Context: an optimization exercise on an open-source flow, tuned for small area and a short achievable clock period. The choices shown serve that exercise and are no tape-out recipe. The RTL was checked by simulation tests, not by an equivalence proof against the original design. The flow treats the clock pin as an ideal source. Dropping or thinning the clock tree relies on that and would not hold on a real chip. No activity file was given, so power comes from the tool's default toggle rates.

## moving_avg_filt
module moving_avg_filt(
  input clk,
  input signed [7:0] signal_in,
  output signed [7:0] signal_out
  );
  parameter N = 64;  
  reg signed [7:0] q [0:N-1];
  reg signed [8:0] d;
  reg signed [13:0] sum;
  reg [13:0] acc;
  reg [5:0] phase;
  reg load;
  reg keep;
  wire signed [13:0] acc_sum = {~acc[13], acc[12:0]};
  wire [7:0] acc_lo = keep ? acc[7:0] : 8'd0;
  wire [8:0] alo = {1'b0, acc_lo} + {1'b0, ~q[0][7], q[0][6:0]};
  wire [5:0] ahi_up = acc[13:8] + 6'd1;
  wire [5:0] ahi = keep ? (alo[8] ? ahi_up : acc[13:8]) : 6'd0;
  integer i;
  always @(posedge clk) begin
    q[0] <= signal_in;
    for (i = 0; i < N - 1; i = i + 1)
      q[i + 1] <= q[i];
    d <= signal_in - q[N-1];
    phase <= phase + 6'd1;
    load <= (phase == 6'd62);
    keep <= (phase != 6'd62);
    sum <= (load ? acc_sum : sum) + d;
    acc <= {ahi, alo[7:0]};
  end
  assign signal_out = sum[13:6];
endmodule
export LEC_CHECK = 0
export ABC_CLOCK_PERIOD_IN_PS = 2000
export CAP_MARGIN = 20
export CORE_MARGIN = 2
export CORE_UTILIZATION = 60
export HOLD_SLACK_MARGIN = 0
export PLACE_DENSITY = 0.75
export SLEW_MARGIN = 20
create_clock -name core_clock -period 8.0 [get_ports {clk}]
standard.sh (not shown) runs the stock make flow with config.mk's settings and CLKGATE_MAP_FILE= SYNTH_SCRIPT=/design/flow/synth_recipe.tcl, a recipe that flattens the netlist after the stock synthesis.
==> flow/flow/run.sh <==
#!/bin/bash
# Standard ORFS layout (standard synthesis unchanged) with port buffers of a
# plain buffer cell, no CTS dummy loads, a tighter setup repair target, and
# the clock tree's branch level removed after CTS (flow/collapse.tcl).
set -euo pipefail
bash standard.sh \
  BUFFER_PORTS_ARGS="-buffer_cell sky130_fd_sc_hd__buf_2" \
  CTS_ARGS="-sink_clustering_enable -repair_clock_nets -dont_use_dummy_load -sink_clustering_size 28 -sink_clustering_max_diameter 60 -buf_list {sky130_fd_sc_hd__clkbuf_16}" \
  POST_CTS_TCL="$PWD/flow/collapse.tcl" \
  SETUP_SLACK_MARGIN=5.4 \
  finish > flow.log 2>&1
==> flow/flow/collapse.tcl <==
# Remove the branch level of the clock tree: every clock buffer that the root
# buffer drives and that itself drives only clock buffers is taken out, and the
# buffers it drove are fed by the root buffer directly. All leaf buffers stay
# one level below the root, so every register's clock keeps the same depth.
set block [ord::get_db_block]
set clk_net [$block findNet clk]
set root ""
foreach it [$clk_net getITerms] {
  if {[$it isInputSignal]} { set root [$it getInst] }
}
set root_out [[$root findITerm X] getNet]
set removed 0
foreach it [$root_out getITerms] {
  set inst [$it getInst]
  if {$inst == $root} { continue }
  set x [$inst findITerm X]
  if {$x == "NULL" || $x == ""} { continue }
  set out [$x getNet]
  set loads {}
  set all_bufs 1
  foreach lt [$out getITerms] {
    if {[$lt getInst] == $inst} { continue }
    if {![string match "sky130_fd_sc_hd__clkbuf_*" [[[$lt getInst] getMaster] getName]]} { set all_bufs 0 }
    lappend loads $lt
  }
  if {!$all_bufs} { continue }
  foreach lt $loads {
    $lt disconnect
    $lt connect $root_out
  }
  $x disconnect
  $it disconnect
  odb::dbInst_destroy $inst
  odb::dbNet_destroy $out
  incr removed
}
puts "collapse.tcl: removed $removed branch clock buffers"
estimate_parasitics -placement
report_clock_skew
The starting point ran to the end with no violations.
Edit:
--- a/flow/flow/run.sh
+++ b/flow/flow/run.sh
@@ -8 +8 @@
-  CTS_ARGS="-sink_clustering_enable -repair_clock_nets -dont_use_dummy_load -sink_clustering_size 28 -sink_clustering_max_diameter 60 -buf_list {sky130_fd_sc_hd__clkbuf_16}" \
+  CTS_ARGS="-sink_clustering_enable -repair_clock_nets -dont_use_dummy_load -sink_clustering_size 34 -sink_clustering_max_diameter 70 -buf_list {sky130_fd_sc_hd__clkbuf_16}" \
CORE_UTILIZATION = 50   (was 60)
PLACE_DENSITY = 0.65   (was 0.75)
Effect: Global-route usage came out lower by 3.8 points. Via count decreases by 1.3%. Design area went down by 0.35%. Setup slack gains 20 ps. First-iteration DRC count rises by 0.91%. Die area climbs by 19%.

---

Another version of the RTL of moving_avg_filt (not shown whole).
Size: ~570 flip-flops, ~17 I/O pins.
export LEC_CHECK = 0
export ABC_CLOCK_PERIOD_IN_PS = 2000
export CAP_MARGIN = 20
export CORE_MARGIN = 2
export CORE_UTILIZATION = 60
export HOLD_SLACK_MARGIN = 0
export PLACE_DENSITY = 0.75
export SLEW_MARGIN = 20
create_clock -name core_clock -period 8.0 [get_ports {clk}]
==> flow/flow/run.sh <==
#!/bin/bash
# Standard ORFS layout (standard synthesis unchanged) with port buffers of a
# plain buffer cell, no CTS dummy loads, a tighter setup repair target, and
# the clock tree reshaped after CTS (flow/clocktree.tcl).
set -euo pipefail
bash standard.sh \
  BUFFER_PORTS_ARGS="-buffer_cell sky130_fd_sc_hd__buf_2" \
  CTS_ARGS="-sink_clustering_enable -repair_clock_nets -dont_use_dummy_load -sink_clustering_size 20 -sink_clustering_max_diameter 50 -buf_list {sky130_fd_sc_hd__clkbuf_8}" \
  POST_CTS_TCL="$PWD/flow/clocktree.tcl" \
  SETUP_SLACK_MARGIN=5.6 \
  finish > flow.log 2>&1
==> flow/flow/clocktree.tcl <==
# Reshape the clock tree that CTS built into two levels of equal depth:
# 1. every clock buffer that the root buffer drives and that itself drives
#    only clock buffers is taken out; the leaf buffers it drove move up to the
#    root's net;
# 2. the leaf buffers are split into NROOT groups by position, and each group
#    gets a root buffer of its own, placed at the group's centre and fed by
#    the clock port.
# Every register's clock still passes exactly one root and one leaf buffer.
set nroot 4
set block [ord::get_db_block]
set clk_net [$block findNet clk]
set root ""
foreach it [$clk_net getITerms] {
  if {[$it isInputSignal]} { set root [$it getInst] }
}
set root_in [$root findITerm A]
set root_out [[$root findITerm X] getNet]
set removed 0
foreach it [$root_out getITerms] {
  set inst [$it getInst]
  if {$inst == $root} { continue }
  set x [$inst findITerm X]
  if {$x == "NULL" || $x == ""} { continue }
  set out [$x getNet]
  set loads {}
  set all_bufs 1
  foreach lt [$out getITerms] {
    if {[$lt getInst] == $inst} { continue }
    if {![string match "sky130_fd_sc_hd__clkbuf_*" [[[$lt getInst] getMaster] getName]]} { set all_bufs 0 }
    lappend loads $lt
  }
  if {!$all_bufs} { continue }
  foreach lt $loads {
    $lt disconnect
    $lt connect $root_out
  }
  $x disconnect
  $it disconnect
  odb::dbInst_destroy $inst
  odb::dbNet_destroy $out
  incr removed
}
puts "clocktree.tcl: removed $removed branch clock buffers"

# leaf buffers now on the root's net, with their centres
set leaves {}
foreach it [$root_out getITerms] {
  set inst [$it getInst]
  if {$inst == $root} { continue }
  set bb [$inst getBBox]
  lappend leaves [list $it [expr {([$bb xMin] + [$bb xMax]) / 2}] [expr {([$bb yMin] + [$bb yMax]) / 2}]]
}
set n [llength $leaves]
# k-means on leaf positions, seeded by the leaves sorted by angle round the centre
set cx 0; set cy 0
foreach l $leaves { set cx [expr {$cx + [lindex $l 1]}]; set cy [expr {$cy + [lindex $l 2]}] }
set cx [expr {double($cx) / $n}]; set cy [expr {double($cy) / $n}]
set byang [lsort -real -index 3 [lmap l $leaves { list {*}$l [expr {atan2([lindex $l 2] - $cy, [lindex $l 1] - $cx)}] }]]
set cent {}
for {set g 0} {$g < $nroot} {incr g} {
  set l [lindex $byang [expr {int(($g + 0.5) * $n / $nroot)}]]
  lappend cent [list [lindex $l 1] [lindex $l 2]]
}
for {set iter 0} {$iter < 20} {incr iter} {
  set grp {}
  foreach l $leaves {
    set best 0; set bd 1e30
    for {set g 0} {$g < $nroot} {incr g} {
      set dx [expr {[lindex $l 1] - [lindex $cent $g 0]}]
      set dy [expr {[lindex $l 2] - [lindex $cent $g 1]}]
      set dd [expr {$dx * $dx + $dy * $dy}]
      if {$dd < $bd} { set bd $dd; set best $g }
    }
    lappend grp $best
  }
  set newc {}
  for {set g 0} {$g < $nroot} {incr g} {
    set sx 0; set sy 0; set k 0
    foreach l $leaves gg $grp { if {$gg == $g} { set sx [expr {$sx + [lindex $l 1]}]; set sy [expr {$sy + [lindex $l 2]}]; incr k } }
    if {$k == 0} { lappend newc [lindex $cent $g] } else { lappend newc [list [expr {$sx / $k}] [expr {$sy / $k}]] }
  }
  set cent $newc
}
# the root buffers are the strongest clock buffer, whatever CTS used
set master [[ord::get_db] findMaster sky130_fd_sc_hd__clkbuf_16]
$root swapMaster $master
for {set g 0} {$g < $nroot} {incr g} {
  if {$g == 0} {
    set inst $root
    set net $root_out
  } else {
    set inst [odb::dbInst_create $block $master "clkbuf_root_$g"]
    set net [odb::dbNet_create $block "clknet_root_$g"]
    $net setSigType CLOCK
    [$inst findITerm A] connect $clk_net
    [$inst findITerm X] connect $net
  }
  set k 0
  foreach l $leaves gg $grp {
    if {$gg != $g} { continue }
    incr k
    if {$g != 0} { [lindex $l 0] disconnect; [lindex $l 0] connect $net }
  }
  set w [$master getWidth]; set h [$master getHeight]
  $inst setLocation [expr {int([lindex $cent $g 0] - $w / 2)}] [expr {int([lindex $cent $g 1] - $h / 2)}]
  $inst setPlacementStatus PLACED
  puts "clocktree.tcl: root $g drives $k leaf buffers"
}
detailed_placement
estimate_parasitics -placement
report_clock_skew
The first run ran to the end with no violations.
Next try:
--- a/flow/flow/run.sh
+++ b/flow/flow/run.sh
@@ -8 +8 @@
-  CTS_ARGS="-sink_clustering_enable -repair_clock_nets -dont_use_dummy_load -sink_clustering_size 20 -sink_clustering_max_diameter 50 -buf_list {sky130_fd_sc_hd__clkbuf_8}" \
+  CTS_ARGS="-sink_clustering_enable -repair_clock_nets -dont_use_dummy_load -sink_clustering_size 16 -sink_clustering_max_diameter 45 -buf_list {sky130_fd_sc_hd__clkbuf_8}" \
After rerunning: Setup slack improved by 0.021 ns; via count rises by 0.69%; flip-flop and latch count does not change; clock power grows by about 9%; design area rises by 0.85%; combinational power is about the same; area after synthesis is unchanged; first-iteration DRC count drops by 15%.
Next try:
--- a/flow/flow/run.sh
+++ b/flow/flow/run.sh
@@ -8 +8 @@
-  CTS_ARGS="-sink_clustering_enable -repair_clock_nets -dont_use_dummy_load -sink_clustering_size 16 -sink_clustering_max_diameter 45 -buf_list {sky130_fd_sc_hd__clkbuf_8}" \
+  CTS_ARGS="-sink_clustering_enable -repair_clock_nets -dont_use_dummy_load -sink_clustering_size 28 -sink_clustering_max_diameter 60 -buf_list {sky130_fd_sc_hd__clkbuf_16}" \
--- a/flow/flow/clocktree.tcl
+++ b/flow/flow/clocktree.tcl
@@ -84,3 +84 @@
-# the root buffers are the strongest clock buffer, whatever CTS used
-set master [[ord::get_db] findMaster sky130_fd_sc_hd__clkbuf_16]
-$root swapMaster $master
+set master [$root getMaster]
CORE_UTILIZATION = 70   (was 60)
PLACE_DENSITY = 0.85   (was 0.75)
The changed run went through all stages and came out clean.
Wire length grows by 29%.
First-iteration DRC count climbs by 74%.
Total power grows by 3.5%.
Via count grows by 3.8%.
Sequential cell count is unchanged.
Next try:
--- a/flow/flow/run.sh
+++ b/flow/flow/run.sh
@@ -8 +8 @@
-  CTS_ARGS="-sink_clustering_enable -repair_clock_nets -dont_use_dummy_load -sink_clustering_size 28 -sink_clustering_max_diameter 60 -buf_list {sky130_fd_sc_hd__clkbuf_16}" \
+  CTS_ARGS="-sink_clustering_enable -repair_clock_nets -dont_use_dummy_load -sink_clustering_size 34 -sink_clustering_max_diameter 70 -buf_list {sky130_fd_sc_hd__clkbuf_16}" \
CORE_UTILIZATION = 60   (was 70)
PLACE_DENSITY = 0.75   (was 0.85)
Effect: Maximum frequency increases by about 3%; first-iteration DRC count shrinks by 23%; design area went down by about 0.5%; sequential share of layout area grows by 0.42 points; synthesized area is unchanged; via count falls by 5.1%.
Next try:
--- a/flow/flow/run.sh
+++ b/flow/flow/run.sh
@@ -8 +8 @@
-  CTS_ARGS="-sink_clustering_enable -repair_clock_nets -dont_use_dummy_load -sink_clustering_size 34 -sink_clustering_max_diameter 70 -buf_list {sky130_fd_sc_hd__clkbuf_16}" \
+  CTS_ARGS="-sink_clustering_enable -repair_clock_nets -dont_use_dummy_load -sink_clustering_size 24 -sink_clustering_max_diameter 50 -buf_list {sky130_fd_sc_hd__clkbuf_16}" \
=> The new run completed without violations; setup slack gets better by 0.047 ns; die area stays the same; sequential share of layout area decreases by 1.4 points; power increases by about 5%; final area increases by about 1.8%; synthesized area is unchanged; cell count increases by 1.1%.
Next try:
--- a/flow/flow/run.sh
+++ b/flow/flow/run.sh
@@ -8 +8 @@
-  CTS_ARGS="-sink_clustering_enable -repair_clock_nets -dont_use_dummy_load -sink_clustering_size 24 -sink_clustering_max_diameter 50 -buf_list {sky130_fd_sc_hd__clkbuf_16}" \
+  CTS_ARGS="-sink_clustering_enable -repair_clock_nets -dont_use_dummy_load -sink_clustering_size 34 -sink_clustering_max_diameter 70 -buf_list {sky130_fd_sc_hd__clkbuf_16}" \
@@ -10 +10 @@
-  SETUP_SLACK_MARGIN=5.6 \
+  SETUP_SLACK_MARGIN=5.4 \
=> The new run finished with timing, DRC and antenna clean. Power fell by 6.3%. Worst setup slack loses 0.19 ns. Die area stays the same. Cell area fell by 2.6%. Clock skew rose by 0.027 ns. Utilization fell by 1.7 points.

re-timing with driven ports:
Ports are ideal in the flow. The routed layouts listed here were re-timed in OpenROAD. Step 1 assumes that a clkbuf_16 drives the clock port and a buf_2 every other input. Step 2 adds t to the input delays and takes it off the output delays; t is the mean of the earliest and latest rising clock arrival at the registers after step 1. Input paths then give back, and output paths get back, about the clock's delay inside the block. a / b / c = no drivers / after step 1 / after step 2; a / b = the first two.
run	shift t [ns]	setup slack, ns	worst setup path at the end	clock arrival spread, ns	worst data-port slew with drivers (ns)
the first run of note 1	0.568	5.435 / 5.389 / 4.938	input to register	0.048 / 0.048	0.06
the second run of note 1	0.534	5.455 / 5.409 / 4.959	input to register	0.048 / 0.047	0.09
the first run of note 2	0.402	5.629 / 5.589 / 5.605	input to register	0.088 / 0.088	0.06
the second run of note 2	0.415	5.649 / 5.553 / 5.589	input to register	0.080 / 0.079	0.06
the third run of note 2	0.413	5.540 / 5.508 / 5.535	input to register	0.075 / 0.075	0.05
the fourth run of note 2	0.409	5.609 / 5.517 / 5.609	register to register	0.088 / 0.088	0.07
the fifth run of note 2	0.423	5.656 / 5.563 / 5.567	input to register	0.057 / 0.056	0.07
the sixth run of note 2	0.410	5.463 / 5.463 / 5.463	register to register	0.088 / 0.088	0.07
After both steps setup and hold are still met in every run listed. For the first run of note 1, which loses most, drivers alone change the setup slack by -0.046 ns; drivers and shift together by -0.497 ns.
